This is an optimization exercise on Yosys and OpenROAD, whose aim is small area and a short achievable clock period, not a production implementation.
Only simulation tests tie the RTL to the original design; equivalence was not proved.
Power is estimated from default activity; no workload was simulated.

## oak
Design pe_blk64, start of the top module:
module pe_blk64 (
	input  wire        clk,
	input  wire        reset,
	input  wire [31:0] cfg_m0_scale,
	input  wire [7:0]  cfg_index,
	input  wire [15:0] cfg_z_of_weight,
	input  wire [7:0]  cfg_z3,
	input  wire        valid_din,
	input  wire        final_din,
	input  wire [63:0] act_din,
	input  wire [63:0] ker_din_0, ker_din_1, ker_din_2, ker_din_3,
	input  wire [63:0] ker_din_4, ker_din_5, ker_din_6, ker_din_7,
	input  wire [31:0] bias_din_0, bias_din_1, bias_din_2, bias_din_3,
	input  wire [31:0] bias_din_4, bias_din_5, bias_din_6, bias_din_7,
	output wire [63:0] pass_ker_dout_0, pass_ker_dout_1, pass_ker_dout_2, pass_ker_dout_3,
	output wire [63:0] pass_ker_dout_4, pass_ker_dout_5, pass_ker_dout_6, pass_ker_dout_7,
	output wire signed [31:0] pass_bias_dout_0, pass_bias_dout_1, pass_bias_dout_2, pass_bias_dout_3,
	output wire signed [31:0] pass_bias_dout_4, pass_bias_dout_5, pass_bias_dout_6, pass_bias_dout_7,
	output wire [7:0]  q_result_dout,
	output wire        valid_dout
);
wire [63:0] ker_din [0:7];
wire [31:0] bias_din [0:7];
assign ker_din[0] = ker_din_0; assign ker_din[1] = ker_din_1;
assign ker_din[2] = ker_din_2; assign ker_din[3] = ker_din_3;
assign ker_din[4] = ker_din_4; assign ker_din[5] = ker_din_5;
assign ker_din[6] = ker_din_6; assign ker_din[7] = ker_din_7;
  ...
For scale: ~1700 I/O pins.
clock: 10.0 ns
lec_check: 0
cap_margin: 20
core_margin: 2
core_utilization: 56
place_density: 0.68
slew_margin: 20
synth_hierarchical: 1
synth_minimum_keep_size: 0
standard.sh (not shown) runs the stock make flow with config.mk's settings and CLKGATE_MAP_FILE= SYNTH_SCRIPT=/design/flow/synth_recipe.tcl, a recipe that flattens the netlist after the stock synthesis.
==> flow/flow/run.sh <==
#!/bin/bash
set -euo pipefail
bash standard.sh SETUP_SLACK_MARGIN=6.0 "BUFFER_PORTS_ARGS=-buffer_cell sky130_fd_sc_hd__buf_1" CTS_CLUSTER_SIZE=25 CTS_CLUSTER_DIAMETER=60 finish > orfs_make.log 2>&1
### oak -> pine
Settings: PLACE_DENSITY changed from 0.68 to 0.7; CORE_UTILIZATION changed from 56 to 58.
==> flow/flow/run.sh <==
#!/bin/bash
set -euo pipefail
bash standard.sh SETUP_SLACK_MARGIN=6.15 "BUFFER_PORTS_ARGS=-buffer_cell sky130_fd_sc_hd__buf_1" CTS_CLUSTER_SIZE=25 CTS_CLUSTER_DIAMETER=60 finish > orfs_make.log 2>&1
==> comparison <==
Power density over cell area, oak and pine: higher on oak. pine and oak ended up with roughly the same total power draw. Area: pine vs oak -> pine larger. The endpoint of the worst setup timing path comes out pass_bias_dout_3[6] in one run and pe[6].u.r1_5 in the other, namely in oak and pine respectively.
## Diff of input files: birch against pine
Settings: PLACE_DENSITY now 0.62, was 0.7; CORE_UTILIZATION now 50, was 58.
==> flow/flow/run.sh <==
#!/bin/bash
set -euo pipefail
bash standard.sh SETUP_SLACK_MARGIN=6.0 "BUFFER_PORTS_ARGS=-buffer_cell sky130_fd_sc_hd__buf_1" CTS_CLUSTER_SIZE=25 CTS_CLUSTER_DIAMETER=60 finish > orfs_make.log 2>&1
- From pine to birch the numbers moved as follows: arrival time at the worst endpoint decreased 2.76 ns, number of antenna violations at the first check in global routing decreased 15%, power increased about 0.9%, area of combinational cells with multiple inputs essentially unchanged, global-route usage decreased 6.0 points.
- ~same final area in birch and pine
- Taking pine as the reference, in birch hold slack now smaller; setup slack now smaller; final cell count now larger.

---

pe_blk64 again, from the RTL that the note above started with.
clock: 10.0 ns
lec_check: 0
cap_margin: 20
core_margin: 2
core_utilization: 62
place_density: 0.74
slew_margin: 20
synth_hierarchical: 1
synth_minimum_keep_size: 0
==> flow/flow/run.sh <==
#!/bin/bash
set -euo pipefail
bash standard.sh SETUP_SLACK_MARGIN=6.0 "BUFFER_PORTS_ARGS=-buffer_cell sky130_fd_sc_hd__buf_1" CTS_CLUSTER_SIZE=25 CTS_CLUSTER_DIAMETER=60 finish > orfs_make.log 2>&1
The baseline produced a clean layout.
Rerun with:
==> flow/flow/run.sh (replaced) <==
#!/bin/bash
set -euo pipefail
bash standard.sh SETUP_SLACK_MARGIN=6.3 "BUFFER_PORTS_ARGS=-buffer_cell sky130_fd_sc_hd__buf_2" CTS_CLUSTER_SIZE=25 CTS_CLUSTER_DIAMETER=60 finish > orfs_make.log 2>&1
Settings changed: CORE_UTILIZATION 62 to 50, PLACE_DENSITY 0.74 to 0.62.
Outcome: Fmax increases by a few percent; register-to-register slack is better by 0.12 ns; routed wire length came out higher by a few percent; worst setup slack improves by 0.16 ns; hold slack improves by 0.013 ns; global-route usage goes down by 8.0 points; total power went up by a few percent; combinational power stays flat; die area goes up by a quarter to a third.

==> re-timing with driven ports <==
Ports are ideal in the flow. The routed layouts listed here were re-timed in OpenROAD. Step 1 assumes that a clkbuf_16 drives the clock port and a buf_2 every other input. Step 2 times the ports against the registers' clock, not the clock port: input delays grow and output delays shrink by t, the midpoint of the rising clock arrivals with the driver on. Three values: ideal, step 1, step 2; two values: the first two.
run	shift t [ns]	setup slack, ns	worst setup path at the end	worst data-port slew with drivers (ns)
oak	1.105	5.984 / 5.852 / 5.996	register to register	0.27
pine	1.129	6.074 / 5.988 / 6.074	register to register	0.36
birch	1.120	5.936 / 5.801 / 5.953	register to register	0.20
the first run of note 2	1.079	5.896 / 5.768 / 5.942	register to register	0.30
the second run of note 2	1.110	6.059 / 6.059 / 6.059	register to register	0.24
After both steps setup and hold are still met in every run listed.
